From an optimization exercise on the open Yosys and OpenROAD flow, aimed at small area; shortcuts taken in it are not production practice. Function was checked by simulation only, so behaviour that the tests miss may differ from the original. Power figures rest on the tool's default switching activity, not on a simulated workload. The clock port is modelled as an ideal driver; clocking choices that lean on that would not hold on a real chip.

## P
==> flow/design.v (excerpt) <==
module QTU_FMB #(
    parameter MEM_DEPTH = 2048,
    parameter MEM_WIDTH = 8,
    parameter WORD_WIDTH = 16
)(
    input logic                             clk,
    input logic                             nrst,
    input logic                             en,
    input logic                             iAmDestination,
    input logic                             HB_Reset,
    input logic         [WORD_WIDTH-1:0]    fSourceID,
    input logic         [WORD_WIDTH-1:0]    fSourceHops,
    input logic         [WORD_WIDTH-1:0]    fQValue,
    input logic         [WORD_WIDTH-1:0]    fEnergyLeft,
    input logic         [WORD_WIDTH-1:0]    fHopsFromCH,
    input logic         [WORD_WIDTH-1:0]    fChosenCH,
    input logic         [WORD_WIDTH-1:0]    chosenCH,
    input logic         [WORD_WIDTH-1:0]    hopsFromCH,
    input logic         [WORD_WIDTH-1:0]    myQValue,
    output logic        [WORD_WIDTH-1:0]    nodeID,
    output logic        [WORD_WIDTH-1:0]    nodeHops,
    output logic        [WORD_WIDTH-1:0]    nodeEnergy,
    output logic        [WORD_WIDTH-1:0]    nodeQValue,
    output logic        [4:0]               neighborIndex,
    output logic        [WORD_WIDTH-1:0]    chosenHop,
    output logic        [4:0]               neighborCount,
    output logic                            QTUFMB_done
);
    localparam logic [1:0] s_idle    = 2'b00;
    localparam logic [1:0] s_process = 2'b01;
    localparam logic [1:0] s_output  = 2'b10;
    localparam logic [1:0] s_HBreset = 2'b11;
    logic [1:0]            state;
    logic                  clr;
    logic [31:0]           valid;
    logic                  wr;
    logic [WORD_WIDTH-1:0] hopsNeeded;
    logic [WORD_WIDTH-1:0] maxQValue;
    logic [WORD_WIDTH-1:0] bestNeighbor;
    always_ff @(posedge clk or negedge nrst) begin
        if (!nrst) clr <= 1'b1;
        else clr <= 1'b0;
  ...
Size: about 2,600 cells after synthesis, ~670 flip-flops, ~30,000 µm² of cells after synthesis.
Settings: LEC_CHECK=0, CAP_MARGIN=10, CORE_MARGIN=2, CORE_UTILIZATION=40, SLEW_MARGIN=10, SYNTH_HIERARCHICAL=1; clock period 10.0 ns.
standard.sh (not shown) runs the stock make flow with config.mk's settings and CLKGATE_MAP_FILE= SYNTH_SCRIPT=/design/flow/synth_recipe.tcl, a recipe that flattens the netlist after the stock synthesis.
==> flow/flow/run.sh <==
#!/bin/bash
export BUFFER_PORTS_ARGS="-buffer_cell sky130_fd_sc_hd__buf_1"
export PRE_GLOBAL_PLACE_TCL="$(pwd)/flow/nobig.tcl"
export PRE_RESIZE_TCL="$(pwd)/flow/pre_resize.tcl"
export PRE_GLOBAL_ROUTE_TCL="$(pwd)/flow/nobig.tcl"
export CTS_ARGS="-sink_clustering_enable -repair_clock_nets -sink_clustering_size 30 -sink_clustering_max_diameter 100 -dont_use_dummy_load"
bash standard.sh > standard.log 2>&1
==> flow/flow/downsize.tcl <==
# Before the resizer's repair_design (3_4): swap every combinational cell to
# the smallest cell of its family (same function and pins, e.g. nor4_2 to
# nor4_1); repair_design then fixes any slew or capacitance this breaks.
set db [ord::get_db]
set n 0
foreach inst [[ord::get_db_block] getInsts] {
  set m [$inst getMaster]
  set name [$m getName]
  if {![regexp {^(sky130_fd_sc_hd__[a-z0-9]+)_([0-9]+)$} $name -> base drive]} { continue }
  if {[regexp {__(df|edf|sdf|sedf|dl|tap|fill|decap|conb)} $name]} { continue }
  set best $m
  set barea [expr {[$m getWidth] * [$m getHeight]}]
  foreach d {0 1 2 3 4 6 8 12 16} {
    set c [$db findMaster ${base}_$d]
    if {$c eq "NULL" || $c eq ""} { continue }
    set a [expr {[$c getWidth] * [$c getHeight]}]
    if {$a < $barea} { set best $c; set barea $a }
  }
  if {$best ne $m} {
    $inst swapMaster $best
    incr n
  }
}
puts "downsize.tcl: swapped $n instances to a smaller cell"
==> flow/flow/nobig.tcl <==
set big {}
foreach m [get_lib_cells {sky130_fd_sc_hd__*_8 sky130_fd_sc_hd__*_12 sky130_fd_sc_hd__*_16}] {
  set n [get_name $m]
  if {[regexp {clkbuf|clkinv|decap|fill|lpflow|probe} $n]} { continue }
  lappend big $n
}
set_dont_use $big
puts "nobig.tcl: $big"
==> flow/flow/pre_resize.tcl <==
source [file join [file dirname [info script]] downsize.tcl]
source [file join [file dirname [info script]] nobig.tcl]
Changes in Q relative to P:
==> flow/flow/nobig.tcl <==
set big {}
foreach m [get_lib_cells {sky130_fd_sc_hd__*_6 sky130_fd_sc_hd__*_8 sky130_fd_sc_hd__*_12 sky130_fd_sc_hd__*_16}] {
  set n [get_name $m]
  if {[regexp {clkbuf|clkinv|decap|fill|lpflow|probe} $n]} { continue }
  lappend big $n
}
set_dont_use $big
puts "nobig.tcl: $big"
### Flow results
Overall routing resource usage of P is on par with Q. Between P and Q, met1 track demand over resource in global routing increased. | via count normalized by instance count | Q vs P | ≈ equal |.
What R does differently from Q at the input level:
Settings: CORE_UTILIZATION: 40 -> 60; PLACE_DENSITY: unset -> 0.72.
==> flow/flow/nobig.tcl <==
set big {}
foreach m [get_lib_cells {sky130_fd_sc_hd__*_4 sky130_fd_sc_hd__*_6 sky130_fd_sc_hd__*_8 sky130_fd_sc_hd__*_12 sky130_fd_sc_hd__*_16}] {
  set n [get_name $m]
  if {[regexp {clkbuf|clkinv|decap|fill|lpflow|probe} $n]} { continue }
  lappend big $n
}
set_dont_use $big
puts "nobig.tcl: $big"
--- outcome ---
R against Q: slack of the critical path decreased 0.34 ns, power attributed to sequential cells essentially unchanged, final standard cell area without fillers decreased 440 µm².
> inputs changed (R -> S)
==> flow/flow/nobig.tcl <==
set big {}
foreach m [get_lib_cells {sky130_fd_sc_hd__*_6 sky130_fd_sc_hd__*_8 sky130_fd_sc_hd__*_12 sky130_fd_sc_hd__*_16}] {
  set n [get_name $m]
  if {[regexp {clkbuf|clkinv|decap|fill|lpflow|probe} $n]} { continue }
  lappend big $n
}
set_dont_use $big
puts "nobig.tcl: $big"
Notes after the runs:
- [compare] base=R new=S: instance count after placement with tap cells included has remained practically unchanged; via count of the first global-routing pass has increased; share of power burned in combinational logic has remained practically unchanged.
The following lists how T was set up differently from S:
==> flow/flow/run.sh <==
#!/bin/bash
export BUFFER_PORTS_ARGS="-buffer_cell sky130_fd_sc_hd__buf_1"
export PRE_GLOBAL_PLACE_TCL="$(pwd)/flow/nobig.tcl"
export PRE_RESIZE_TCL="$(pwd)/flow/pre_resize.tcl"
export PRE_GLOBAL_ROUTE_TCL="$(pwd)/flow/pre_grt.tcl"
export CTS_ARGS="-sink_clustering_enable -repair_clock_nets -sink_clustering_size 30 -sink_clustering_max_diameter 100 -dont_use_dummy_load"
bash standard.sh > standard.log 2>&1
diff --git a/flow/flow/downsize.tcl b/flow/flow/downsize.tcl
--- a/flow/flow/downsize.tcl
+++ b/flow/flow/downsize.tcl
@@ -8,5 +8,5 @@
   set name [$m getName]
   if {![regexp {^(sky130_fd_sc_hd__[a-z0-9]+)_([0-9]+)$} $name -> base drive]} { continue }
-  if {[regexp {__(df|edf|sdf|sedf|dl|tap|fill|decap|conb)} $name]} { continue }
+  if {[regexp {__(df|edf|sdf|sedf|dl|tap|fill|decap|conb|clkbuf|clkinv)} $name]} { continue }
   set best $m
   set barea [expr {[$m getWidth] * [$m getHeight]}]
==> flow/flow/nobig.tcl <==
set big {}
foreach m [get_lib_cells {sky130_fd_sc_hd__*_4 sky130_fd_sc_hd__*_6 sky130_fd_sc_hd__*_8 sky130_fd_sc_hd__*_12 sky130_fd_sc_hd__*_16}] {
  set n [get_name $m]
  if {[regexp {clkbuf|clkinv|decap|fill|lpflow|probe} $n]} { continue }
  lappend big $n
}
set_dont_use $big
puts "nobig.tcl: $big"
==> flow/flow/pre_grt.tcl (new file) <==
source [file join [file dirname [info script]] downsize.tcl]
source [file join [file dirname [info script]] nobig.tcl]
==> run summary <==
Between S and T, the power is higher for S. T and S ended up with roughly the same final design utilization. Total leakage power across S and T: no real change. Higher relative area change from synthesis to final layout was reported by T, not S. S and T ended up with nearly the same endpoint required time on the critical path. Compared with S, in T smallest setup slack after layout rose 0.093 ns; total routing usage reported by global routing fell 0.23 points.

QTU_FMB, a different RTL version from the one above (not shown whole).
Size in the first run: about 2,700 cells after synthesis, about 240 I/O pins.
Design QTU_FMB, start of the top module:
module QTU_FMB #(
    parameter MEM_DEPTH = 2048,
    parameter MEM_WIDTH = 8,
    parameter WORD_WIDTH = 16
)(
    input logic                             clk,
    input logic                             nrst,
    input logic                             en,
    input logic                             iAmDestination,
    input logic                             HB_Reset,
    input logic         [WORD_WIDTH-1:0]    fSourceID,
    input logic         [WORD_WIDTH-1:0]    fSourceHops,
    input logic         [WORD_WIDTH-1:0]    fQValue,
    input logic         [WORD_WIDTH-1:0]    fEnergyLeft,
    input logic         [WORD_WIDTH-1:0]    fHopsFromCH,
    input logic         [WORD_WIDTH-1:0]    fChosenCH,
    input logic         [WORD_WIDTH-1:0]    chosenCH,
    input logic         [WORD_WIDTH-1:0]    hopsFromCH,
    input logic         [WORD_WIDTH-1:0]    myQValue,
    output logic        [WORD_WIDTH-1:0]    nodeID,
    output logic        [WORD_WIDTH-1:0]    nodeHops,
    output logic        [WORD_WIDTH-1:0]    nodeEnergy,
    output logic        [WORD_WIDTH-1:0]    nodeQValue,
    output logic        [4:0]               neighborIndex,
    output logic        [WORD_WIDTH-1:0]    chosenHop,
    output logic        [4:0]               neighborCount,
    output logic                            QTUFMB_done
);
clock: 10.0 ns
lec_check: 0
cap_margin: 20
core_margin: 2
core_utilization: 40
slew_margin: 20
synth_hierarchical: 1
==> flow/flow/run.sh <==
#!/bin/bash
export BUFFER_PORTS_ARGS="-buffer_cell sky130_fd_sc_hd__buf_1"
export PRE_RESIZE_TCL="$(pwd)/flow/downsize.tcl"
export CTS_ARGS="-sink_clustering_enable -repair_clock_nets -sink_clustering_size 30 -sink_clustering_max_diameter 100 -dont_use_dummy_load"
bash standard.sh > standard.log 2>&1
==> flow/flow/downsize.tcl <==
# Before the resizer's repair_design (3_4): swap every combinational cell to
# the smallest cell of its family (same function and pins, e.g. nor4_2 to
# nor4_1); repair_design then fixes any slew or capacitance this breaks.
set db [ord::get_db]
set n 0
foreach inst [[ord::get_db_block] getInsts] {
  set m [$inst getMaster]
  set name [$m getName]
  if {![regexp {^(sky130_fd_sc_hd__[a-z0-9]+)_([0-9]+)$} $name -> base drive]} { continue }
  if {[regexp {__(df|edf|sdf|sedf|dl|tap|fill|decap|conb)} $name]} { continue }
  set best $m
  set barea [expr {[$m getWidth] * [$m getHeight]}]
  foreach d {0 1 2 3 4 6 8 12 16} {
    set c [$db findMaster ${base}_$d]
    if {$c eq "NULL" || $c eq ""} { continue }
    set a [expr {[$c getWidth] * [$c getHeight]}]
    if {$a < $barea} { set best $c; set barea $a }
  }
  if {$best ne $m} {
    $inst swapMaster $best
    incr n
  }
}
puts "downsize.tcl: swapped $n instances to a smaller cell"
The starting point completed without violations.
Rerun with:
CAP_MARGIN = 0   (was 20)
CORE_UTILIZATION = 65   (was 40)
PLACE_DENSITY = 0.75   (was default)
SLEW_MARGIN = 0   (was 20)
- wire length is lower by 11%
- utilization is higher by 25 points
- cell count is lower by 10%
- flip-flop and latch count does not change
- power is lower by 2.0%
- worst hold slack got worse by 10 ps
- cell area is lower by 2.8%
Rerun with:
==> flow/flow/run.sh (replaced) <==
#!/bin/bash
export REMOVE_ABC_BUFFERS=1
export BUFFER_PORTS_ARGS="-buffer_cell sky130_fd_sc_hd__buf_1"
export CTS_ARGS="-sink_clustering_enable -repair_clock_nets -sink_clustering_size 30 -sink_clustering_max_diameter 100 -dont_use_dummy_load"
bash standard.sh > standard.log 2>&1
CAP_MARGIN = 20   (was 0)
CORE_UTILIZATION = 40   (was 65)
GPL_TIMING_DRIVEN = 0   (was default)
PLACE_DENSITY = default   (was 0.75)
SLEW_MARGIN = 20   (was 0)
removed: flow/flow/downsize.tcl
After rerunning:
- The changed run went through all stages and came out clean
- clock-buffer cell count rises by 1
- global-route usage fell by 9.6 points
- final area increases by a few percent
- worst setup slack gains 1600 ps
- via count barely changes
- first-iteration DRC count goes down by about a fifth
- power went up by a few percent
- routed wire length is higher by roughly a tenth
Rerun with:
--- a/flow/flow/run.sh
+++ b/flow/flow/run.sh
@@ -1,3 +1,2 @@
 #!/bin/bash
-export REMOVE_ABC_BUFFERS=1
 export BUFFER_PORTS_ARGS="-buffer_cell sky130_fd_sc_hd__buf_1"
GPL_TIMING_DRIVEN = default   (was 0)
Sequential cell count stays the same.
Routed wire length hardly moves.
Count of clock-buffer cells in the layout came out higher by 1.
Clock power barely changes.
Die area does not change.
Synthesized cell count is unchanged.
Global-route usage stays flat.
Design area came out lower by a few percent.
Critical path depth came out lower by 1.
Total power came out lower slightly.
Combinational power came out lower by a few percent.

re-timing with driven ports:
No port has a modelled driver above. Below, the same layouts with a new extraction and two added sets of constraints. Step 1 assumes that a clkbuf_16 drives the clock port and a buf_2 every other input. Step 2 moves the port delays by t, midway between the first and last clock arrival at a register: inputs arrive t later, outputs are due t later. That takes back most of the time a late clock gives input paths. Slacks: ideal ports / drivers / drivers and shift; pairs: ideal ports / drivers.
run | t, ns | slack for setup (ns) | worst hold slack (ns) | slew at the worst register clock pin (ns)
P | 0.655 | 4.099 / 4.136 / 3.480 | 0.473 / 0.473 / 0.473 | 0.12 / 0.12
Q | 0.652 | 4.055 / 4.093 / 3.441 | 0.476 / 0.476 / 0.476 | 0.12 / 0.12
R | 0.658 | 3.719 / 3.741 / 3.083 | 0.479 / 0.479 / 0.479 | 0.12 / 0.12
S | 0.664 | 3.564 / 3.592 / 2.928 | 0.477 / 0.477 / 0.477 | 0.12 / 0.12
T | 0.661 | 3.657 / 3.700 / 3.039 | 0.478 / 0.478 / 0.478 | 0.12 / 0.12
the first run of note 2 | 0.655 | 2.353 / 2.381 / 1.726 | 0.464 / 0.464 / 0.464 | 0.12 / 0.12
the second run of note 2 | 0.654 | 1.813 / 1.851 / 1.197 | 0.454 / 0.454 / 0.454 | 0.12 / 0.12
the third run of note 2 | 0.656 | 3.411 / 3.432 / 2.776 | 0.458 / 0.458 / 0.458 | 0.12 / 0.12
the fourth run of note 2 | 0.656 | 3.101 / 3.140 / 2.484 | 0.459 / 0.459 / 0.459 | 0.12 / 0.12
After both steps every run listed still meets setup and hold.
